This design comes from an exercise in tuning for small area on the open sky130 flow, not from production work.
The RTL was checked by simulation tests, not by an equivalence proof against the original design.
Power and IR drop assume default switching activity.

==> flow/run.sh <==
#!/bin/bash
# synth_recipe.tcl (not shown) runs the flow's synth.tcl, then flattens the netlist and writes it again
# the make line also repeats each setting of config.mk as NAME=value (left out here)
make -C /OpenROAD-flow-scripts/flow DESIGN_CONFIG=/design/flow/config.mk WORK_HOME=/design/flow/orfs CLKGATE_MAP_FILE= SYNTH_SCRIPT=/design/flow/synth_recipe.tcl finish
==> flow/config.mk <==
export PLATFORM = sky130hd
export DESIGN_NAME = UART3_Ruveyda
export DESIGN_NICKNAME = UART3_Ruveyda
export VERILOG_FILES = /design/flow/design.v
export SDC_FILE = /design/flow/constraint.sdc
export NUM_CORES = 4
export LEC_CHECK = 0
export CAP_MARGIN = 20
export CORE_MARGIN = 2
export CORE_UTILIZATION = 40
export SLEW_MARGIN = 20
==> flow/constraint.sdc <==
create_clock -name core_clock -period 10.0 [get_ports {clk}]
set_input_delay 2.0000 -clock core_clock [delete_from_list [all_inputs] [get_ports {clk}]]
set_output_delay 2.0000 -clock core_clock [all_outputs]
set_load 0.01 [all_outputs]
==> flow/design.v <==
`timescale 1ns / 1ps
module divClk(
    input clk,
    input rst,
    input [31:0] value,
    output divClk
    );
reg slowClk;
integer cnt;
reg tick;
always_ff@(posedge clk) begin
    if(rst) begin
        cnt<=0;
        slowClk<=0;
        tick<=0;
    end
    else begin
        cnt<=cnt+1;
        tick<=0;
        if(cnt>=value) begin
            cnt<=0;
            slowClk<=~slowClk;
            tick<=~slowClk;
        end
    end
end
assign divClk = tick;
endmodule
`timescale 1ns / 1ps
module debouncer(
    input clk, rst, B,
    output reg db
    );
integer counter;
typedef enum logic [1:0] {init, dbState, delay} st;
st curState;
always_ff@(posedge clk) begin
    if(rst) begin
        counter<=0;
        curState<=init;
        db<=1'b0;
    end
    else
    case(curState)
        init: begin
            db<=1'b0;
            if(B) begin 
                counter <=0;
                curState <=dbState;
            end
            else if(!B) curState <= init;
        end
        dbState: begin
            counter <= counter+1;
            if(counter >= 20_000) begin
                db<=1'b1;
                curState<=delay;
            end
       end
       delay: begin
            if(B) db<=1'b0; 
            else curState<=init;
       end
       default: curState<=init;
       endcase
end
endmodule
`timescale 1ns / 1ps
module SegmentDecoder(
    input [3:0] w,
    output reg [6:0] seg
    );
always_comb begin
   case(w)
        0: seg[6:0] = 7'b1000000;
        1: seg[6:0] = 7'b1111001;
        2: seg[6:0] = 7'b0100100;
        3: seg[6:0] = 7'b0110000;
        4: seg[6:0] = 7'b0011001;
        5: seg[6:0] = 7'b0010010;
        6: seg[6:0] = 7'b0000010;
        7: seg[6:0] = 7'b1111000;
        8: seg[6:0] = 7'b0000000;
        9: seg[6:0] = 7'b0010000;
        10: seg[6:0] = 7'b0001000;
        11: seg[6:0] = 7'b0000011;
        12: seg[6:0] = 7'b1000110;
        13: seg[6:0] = 7'b0100001;
        14: seg[6:0] = 7'b0000110;
        15: seg[6:0] = 7'b0001110;
        default: seg[6:0] = 7'b1000000; 
    endcase
end
endmodule
`timescale 1ns / 1ps
module DigitDisplay(
    input clk,
    input rst,
    input [3:0] d1,
    input [3:0] d2,
    input [3:0] d3,
    input [3:0] d4,
    output reg [3:0] anode,
    output [6:0] ct  
);
localparam baudRate = 9600;
localparam freq = 100_000_000;
localparam baudClock = freq/baudRate;
wire slowClk;
reg [1:0] re;
reg [3:0] curDigit;
divClk clk1(clk, rst, baudRate, slowClk);
always@(posedge clk) begin
    if(rst) re <= 0;
    else if(slowClk) re <=  re+1;
end
always @(*) begin
    case (re)
        0: anode=4'b1110;
        1: anode=4'b1101;
        2: anode=4'b1011;
        3: anode=4'b0111;
        default: anode=4'b1110;
    endcase
end
always @(*) begin
    case (re)
        0: curDigit=d1;
        1: curDigit=d2;
        2: curDigit=d3;
        3: curDigit=d4;
        default: curDigit=d1;
    endcase
end
SegmentDecoder s(curDigit, ct);
endmodule
`timescale 1ns / 1ps
module Transmitter#(parameter bitNum=8)(
    input clk, rst,
    input stage4,
    input [bitNum-1:0] lData,
    input LButton, 
    input transferButton,
    output reg isSuccessful,
    output reg t,
    output reg [bitNum-1:0] t_buf,
    output reg [3:0][bitNum-1:0] mem  
    );
localparam stop = 1'b1;
localparam start = 1'b0;
localparam baudRate = 9600;
localparam freq = 100_000_000;
localparam baudClock = freq/baudRate;
reg [3:0] counter;
reg [1:0] stage4Counter;
reg [bitNum+1:0] T_reg;
wire slowClk;
typedef enum logic [2:0] {init,loadS,transfer, wait_load,wait_transfer, action, stage4State} typename;
typename curState;
divClk clk1(clk, rst, baudClock, slowClk);
always_ff@(posedge clk) begin
    if(rst) begin
        counter <= 0;
        stage4Counter <= 0;
        T_reg <= 0;
        curState <= init;
        t <= 1;
        isSuccessful <= 0;
        t_buf <= 0;
        mem <= 0;
    end
    else if(slowClk)
    case (curState)
        init: begin
            t <= 1;
            isSuccessful <=0;
            counter <=0;
            stage4Counter<=0;
            if(LButton && ~stage4) begin
                t_buf <= lData;
                mem[0] <= lData;
                mem[1] <= mem[0];
                mem[2] <= mem[1];
                mem[3] <= mem[2];
                curState <= loadS;
           end
           if(transferButton) begin
                if(stage4) curState<=stage4State;
                else begin
                    curState <= transfer;
                    counter<=0;
                end
           end
       end
       loadS: begin
               T_reg <= {stop,mem[3],start};
               curState<=wait_load;
        end
       transfer: begin
            t<=T_reg[counter];
            counter <= counter+1;
            if(counter == 9)begin
                isSuccessful <=1;
                curState <= wait_transfer;
            end
       end
       wait_load: if(!LButton) curState<=init;
       wait_transfer: begin
            if(~transferButton && ~stage4) curState<=init;
            if(stage4) begin
                if(stage4Counter <3) begin
                    stage4Counter <= stage4Counter +1;
                    counter <=0;
                    curState <= stage4State;
                end
                else if(~transferButton) curState<= init;
           end
       end
       stage4State: begin
            if(stage4Counter<4) begin
                T_reg <= {stop, mem[3-stage4Counter], start};
                curState <= transfer;
            end
            else curState<=init;
       end
       default: curState <=init;
    endcase
end
endmodule
`timescale 1ns / 1ps
module Receiver#(parameter bitNum=8)(
    input clk, rst,
    input t,
	output reg isSuccessful,
	output reg [bitNum-1:0] R_reg,
	output reg [3:0][bitNum-1:0] mem
    );
localparam stopBit = 1'b1;
localparam baudRate = 9600;
localparam freq = 100_000_000;
localparam baudClock = freq/baudRate;
typedef enum logic {init, rec} typename;
typename curState;
reg [3:0] counter;
reg [bitNum-1:0] T_reg;
wire slowClk;
divClk clk1(clk, rst, baudClock, slowClk);
always_ff@(posedge clk) begin
    if(rst) begin
        counter <= 0;
        mem <= 0;
        isSuccessful <= 0;
        R_reg <= 0;
        T_reg <= 0;
        curState <= init;
    end
    else if(slowClk)
    case (curState)
        init: begin
            isSuccessful <=0;
            T_reg<=8'b0;
            counter <= 0;
            if(t == 1'b0) curState <= rec;
        end
        rec: begin
            if(counter < 8) T_reg[counter[2:0]] <= t;
            counter <= counter +1;
            if(counter == 9) begin
                isSuccessful <=1;
                R_reg<=T_reg;
                mem[0] <= T_reg;
                mem[1] <= mem[0];
                mem[2] <= mem[1];
                mem[3] <= mem[2];
                curState<=init;
            end
       end
       default: curState <= init;
    endcase
    end
endmodule
`timescale 1ns / 1ps
module UART3_Ruveyda#(parameter bitNum=8)(
    input clk,
    input rst,
    input btnU,
    input btnR,
    input btnL,
    input stage4,
    input [bitNum-1:0] data,
    input btnC,  
    input btnD,  
    input R,
    output T,
    output [bitNum-1:0] T_Buf,
    output [bitNum-1:0] R_Buf,
    output [3:0] an,
    output [6:0] seg
);
wire isSuccessfulT,isSuccessfulR;
wire dbU,dbR,dbL;
wire [3:0][bitNum-1:0] memT;
wire [3:0][bitNum-1:0] memR;
debouncer db1(clk,rst,btnU,dbU);
debouncer db2(clk,rst,btnR,dbR);
debouncer db3(clk,rst,btnL,dbL);
reg isT;
reg [7:0] RorT;
reg [1:0] index;
reg [3:0][bitNum-1:0] arr;
Transmitter t(clk,rst,stage4,data,btnC,btnD,isSuccessfulT,T,T_Buf,memT);
Receiver r(clk,rst,R,isSuccessfulR,R_Buf,memR);
always@(posedge clk) begin
  if(rst) begin
    index <= 0;
    isT <= 1;
    RorT <= 0;
    arr <= 0;
  end
  else begin
    if(dbU) begin
        index <=0;
        if(isT) isT<=0;
        else isT<=1;
    end
    if(isT) begin
        RorT <= 4'hA;  
        if(dbR)begin
            if(index >3) index <=0;
            else index <= index+1;
        end
        else begin
            if(dbL) begin
                if(index<0) index <=3;
                else index <= index-1;
            end
       end
       arr <= memT;
   end
   else begin
        RorT <= 4'hb;  
        if(dbR)begin
            if(index >3) index <=0;
            else index <= index+1;
        end
        else begin
            if(dbL) begin
                if(index<0) index <=3;
                else index <= index-1;
            end
       end
       arr <= memR;
   end
  end
end   
DigitDisplay d(clk,rst,RorT[3:0],{2'b00,index},arr[index][7:4],arr[index][3:0],an,seg);
endmodule
==> results_tabular.tex <==
\begin{tabular}{lr}
\hline
Metric & Value \\
\hline
\multicolumn{2}{l}{\textbf{Finish}} \\
\quad Fin nets & 1828 \\
\quad Final design instance area without fill & 17160 um2 \\
\quad Area taken by flip-flops and latches & 6848 um2 \\
\quad Layout cell share with drive strength beyond 1 & 0.08015 \\
\quad Antenna cell count & 0 \\
\quad Fill cell instance count of the final layout & 3651 \\
\quad Signed area change from the synthesized netlist to the final layout & 14.15\% \\
\quad Area used by multi-input combinational logic & 7672 um2 \\
\multicolumn{2}{l}{\textbf{Critical path}} \\
\quad CP Data Required Time & 8.00 ns \\
\quad Capturing element type of the critical path & primary output \\
\quad Max FO, Critical Path & 16 \\
\quad Element type at the critical path start & register \\
\quad Category of the critical setup timing path & register to primary output \\
\quad Worst endpoint data arrival time & 3.94 ns \\
\multicolumn{2}{l}{\textbf{Global routing}} \\
\quad Met1 Use GR & 0.2339 \\
\quad Maximum number of pins on one net before global-route repair & 107 \\
\quad Busiest metal layer after global routing & met2 \\
\quad Remaining global-route overflow & 0 \\
\quad GR Util met2 & 0.2745 \\
\quad Global-route wire length before repair & 55340 um \\
\quad Total Routing Usage GR & 0.1697 \\
\quad Initial antenna violation count & 0 \\
\quad Met3 track demand over resource & 0.02844 \\
\quad Via count of the first global-routing pass & 11239 \\
\multicolumn{2}{l}{\textbf{STA}} \\
\quad Shortest clock period the worst path allows after layout & 5.939 ns \\
\quad Maximum clock frequency & 168.4 MHz \\
\quad Final Cycle Share & 0.5939 \\
\quad Worst-Margin Slew & 1.060 ns \\
\quad Unrepaired setup endpoints after global routing & no \\
\quad Final Hold Violating Endpoints & 0 \\
\quad Worst hold slack & 0.4401 ns \\
\quad Max-slew headroom at the worst pin & 0.2931 \\
\quad Pins Over Slew Limit & 0 \\
\quad Final setup violation count & 0 \\
\quad Sum Neg Setup Slack & 0 ns \\
\quad Worst Skew & 0.01314 ns \\
\multicolumn{2}{l}{\textbf{Place}} \\
\quad Half-perimeter wire length after detailed placement & 21690 um \\
\quad Final Wtd Congestion & 0.8034 \\
\quad Number of port buffers & 44 \\
\quad Cell Area, Placed & 15800 um2 \\
\multicolumn{2}{l}{\textbf{CTS}} \\
\quad Clock latency of the later-clocked register in the worst-skew pair & 0.53 ns \\
\quad Number of buffers inserted during clock tree synthesis & 37 \\
\quad Clock-pin slew on the worst setup and hold paths & 0.06 ns \\
\quad Sinks on the clock net & 342 \\
\quad Maximum level of the CTS H-tree & 2 \\
\quad CTS root buf & sky130\_fd\_sc\_hd\_\_clkbuf\_16 \\
\quad Hold Buf Count CTS & 0 \\
\quad Largest buffer count on any clock path & 3 \\
\quad Number of gates resized after CTS & 0 \\
\quad TritonCTS clock tree & yes \\
\quad Post CTS Setup Buffer Count & 0 \\
\multicolumn{2}{l}{\textbf{Die}} \\
\quad Die Span Y & 197.8 um \\
\quad Total die area & 39140 um2 \\
\quad Top-Level Pins & 45 \\
\quad Total number of placement rows & 71 \\
\quad Initial core utilization & 0.4029 \\
\quad Placeable core area & 37310 um2 \\
\quad Horizontal die dimension & 197.8 um \\
\multicolumn{2}{l}{\textbf{Synthesis}} \\
\quad Prevailing post-synth register cell & sky130\_fd\_sc\_hd\_\_dfxtp\_1 \\
\quad Share of synthesized area occupied by flip-flops and latches & 0.4555 \\
\quad Count of cell types in the netlist & 78 \\
\quad Number of register bits inferred by synthesis & 342 \\
\quad Async set or reset register ratio after synthesis & 0 \\
\quad Number of synthesized flops with an enable pin & 0 \\
\quad Post-synthesis instance area & 15030 um2 \\
\quad Mapped Cells & 1754 \\
\quad Mean cell area of the mapped netlist & 8.569 um2 \\
\quad YS warnings & 7 \\
\multicolumn{2}{l}{\textbf{Route}} \\
\quad Detailed-route via count & 12037 \\
\quad Via density per instance & 5.272 \\
\quad DRT iter0 DRCs & 707 \\
\quad Drt wl/cell & 14.36 um \\
\quad Routed Wire Length & 32780 um \\
\quad Detail Route Antenna Nets & 0 \\
\quad DR pass1 iterations & 6 \\
\quad DRC violations left & 0 \\
\multicolumn{2}{l}{\textbf{Power}} \\
\quad Standby leakage power & 0.006045 uW \\
\quad Cell-internal power & 2392 uW \\
\quad Power per standard cell area & 177.9 nW/um2 \\
\quad Total power of the final layout & 3053 uW \\
\quad Peak supply drop & 104.4 uV \\
\quad NetSw & 661.1 uW \\
\quad Share of total power in sequential cells & 0.461 \\
\quad Clock power share & 0.493 \\
\quad Part of the power in combinational logic & 0.046 \\
\quad Switching Share & 0.2166 \\
\multicolumn{2}{l}{\textbf{Worst hold path}} \\
\quad Worst min path class & register to register \\
\multicolumn{2}{l}{\textbf{Run status}} \\
\quad Result of the run & no timing/DRC/antenna violations \\
\multicolumn{2}{l}{\textbf{Job}} \\
\quad Max-capacitance violation count & 0 \\
\hline
\end{tabular}
[final cells by class]
class | instances | share of cell area
clock buffer | 46 | 0.06133
clock inverter | 19 | 0.01809
sequential | 342 | 0.3991
multi-input combinational | 1300 | 0.4472
timing repair buffer | 50 | 0.02837
inverter | 52 | 0.01138
tap | 474 | 0.03457
[cells by family after synthesis]
group / Yosys count / share of synthesized area
AND/OR/NAND/NOR: 762 / 0.2494
flip-flops: 342 / 0.4555
AO/OA/AOI/OAI: 320 / 0.1296
buffers and inverters: 165 / 0.04786
multiplexers: 92 / 0.06843
XOR/XNOR: 44 / 0.02564
adder cells (fa/ha/maj): 28 / 0.02331
other: 1 / 0.0002495
[worst max-delay path: stages, from the launching register on]
cell and delay [ns]:
sky130_fd_sc_hd__dfxtp_1 0.42, sky130_fd_sc_hd__ha_1 0.59, sky130_fd_sc_hd__mux2i_1 0.15, sky130_fd_sc_hd__a211oi_1 0.26
sky130_fd_sc_hd__o22ai_1 0.13, sky130_fd_sc_hd__a21oi_1 0.44, sky130_fd_sc_hd__ha_1 0.27, sky130_fd_sc_hd__nor3b_1 0.29
sky130_fd_sc_hd__nor2_1 0.08, sky130_fd_sc_hd__a22oi_1 0.21, sky130_fd_sc_hd__clkdlybuf4s50_1 0.57
[per-layer routing]
| layer | share of wire | vias up |
|---|---|---|
| met5 | 0 | - |
| met4 | 0.017 | 0 |
| met3 | 0.040 | 32 |
| met2 | 0.45 | 176 |
| met1 | 0.49 | 5650 |
| li1 | - | 6179 |
[power groups by stage]
stage	combinational, uW	sequential (uW)	clock, uW
6_report	139	1410	1510
3_5_place_dp	139	1440	0
4_1_cts	139	1410	1550
2_1_floorplan	107	1430	0
3_3_place_gp	136	1440	0
5_1_grt	156	1410	1610
[per-stage QoR]
stage | worst slack [ns] | cells | util
2_1_floorplan | 5.604 | 1807 | -
3_5_place_dp | 4.610 | 2218 | 0.4233
3_3_place_gp | 4.751 | 2218 | 0.4233
4_1_cts | 4.038 | 2283 | 0.4599
6_report | 4.061 | 2283 | 0.4599
5_1_grt | 3.667 | 2283 | 0.4599
[cell usage after synthesis, drive strengths merged, types with 5 or more instances]
| library cell | count | area, um2 |
|---|---|---|
| a211o | 5 | 43.79 |
| a211oi | 8 | 60.06 |
| a21oi | 179 | 895.9 |
| a22oi | 5 | 37.54 |
| a31oi | 10 | 62.56 |
| and3 | 25 | 156.4 |
| and4 | 15 | 131.4 |
| buf | 37 | 236.5 |
| clkbuf | 76 | 287.8 |
| dfxtp | 342 | 6847 |
| ha | 28 | 350.3 |
| inv | 52 | 195.2 |
| mux2 | 36 | 405.4 |
| mux2i | 51 | 510.5 |
| mux4 | 5 | 112.6 |
| nand2 | 241 | 907.1 |
| nand2b | 19 | 118.9 |
| nand3 | 69 | 350.3 |
| nand3b | 11 | 82.58 |
| nand4 | 40 | 256.5 |
| nor2 | 191 | 716.9 |
| nor2b | 10 | 62.56 |
| nor3 | 26 | 146.4 |
| nor4 | 42 | 284.0 |
| o211ai | 19 | 142.6 |
| o21ai | 31 | 155.2 |
| o221ai | 9 | 78.83 |
| o311ai | 9 | 78.83 |
| or2 | 11 | 68.82 |
| or3 | 23 | 143.9 |
| or4 | 15 | 116.4 |
| xnor2 | 20 | 175.2 |
| xor2 | 24 | 210.2 |
[worst paths after layout]
| path | slack (ns) | cells past startpoint | start | to |
|---|---|---|---|---|
| worst max-delay path | 4.06 | 10 | d.re[0] | seg[3] |
| worst max register to register | 7.59 | 4 | t.curState[2] | t.T_reg[6] |
| worst min-delay path | 0.44 | 1 | d.clk1.slowClk | d.clk1.tick |
| worst min register to register | 0.44 | 1 | d.clk1.slowClk | d.clk1.tick |
[layout by cell type (no fill, tap or decap), drive strengths merged, types with 25 or more instances in the layout]
| cell type | n |
|---|---|
| nand4 | 40 |
| nand2 | 241 |
| and3 | 25 |
| mux2 | 36 |
| o21ai | 31 |
| nor2 | 191 |
| a21oi | 179 |
| inv | 53 |
| nor3 | 26 |
| clkdlybuf4s50 | 43 |
| nor4 | 42 |
| mux2i | 51 |
| nand3 | 69 |
| conb | 54 |
| clkbuf | 46 |
| dfxtp | 342 |
| ha | 28 |

## static timing again, ports no longer ideal
Ports are ideal in the flow. The routed layout listed here was re-timed in OpenROAD. Step 1 sets driving cells, clkbuf_16 on the clock port and buf_2 on the other inputs (assumed; they add their load-dependent delay and slew). Step 2 times the ports against the registers' clock, not the clock port: input delays grow and output delays shrink by t, the midpoint of the rising clock arrivals with the driver on. Three values: ideal ports, drivers, drivers and shift; two values: the first two.
t, ns: 0.577
slack for setup (ns): 4.061 / 4.003 / 4.581
worst setup path after step 2: register to output
After both steps setup and hold are still met in this run. For this run, drivers alone change the setup slack by -0.058 ns; drivers and shift together by +0.520 ns.
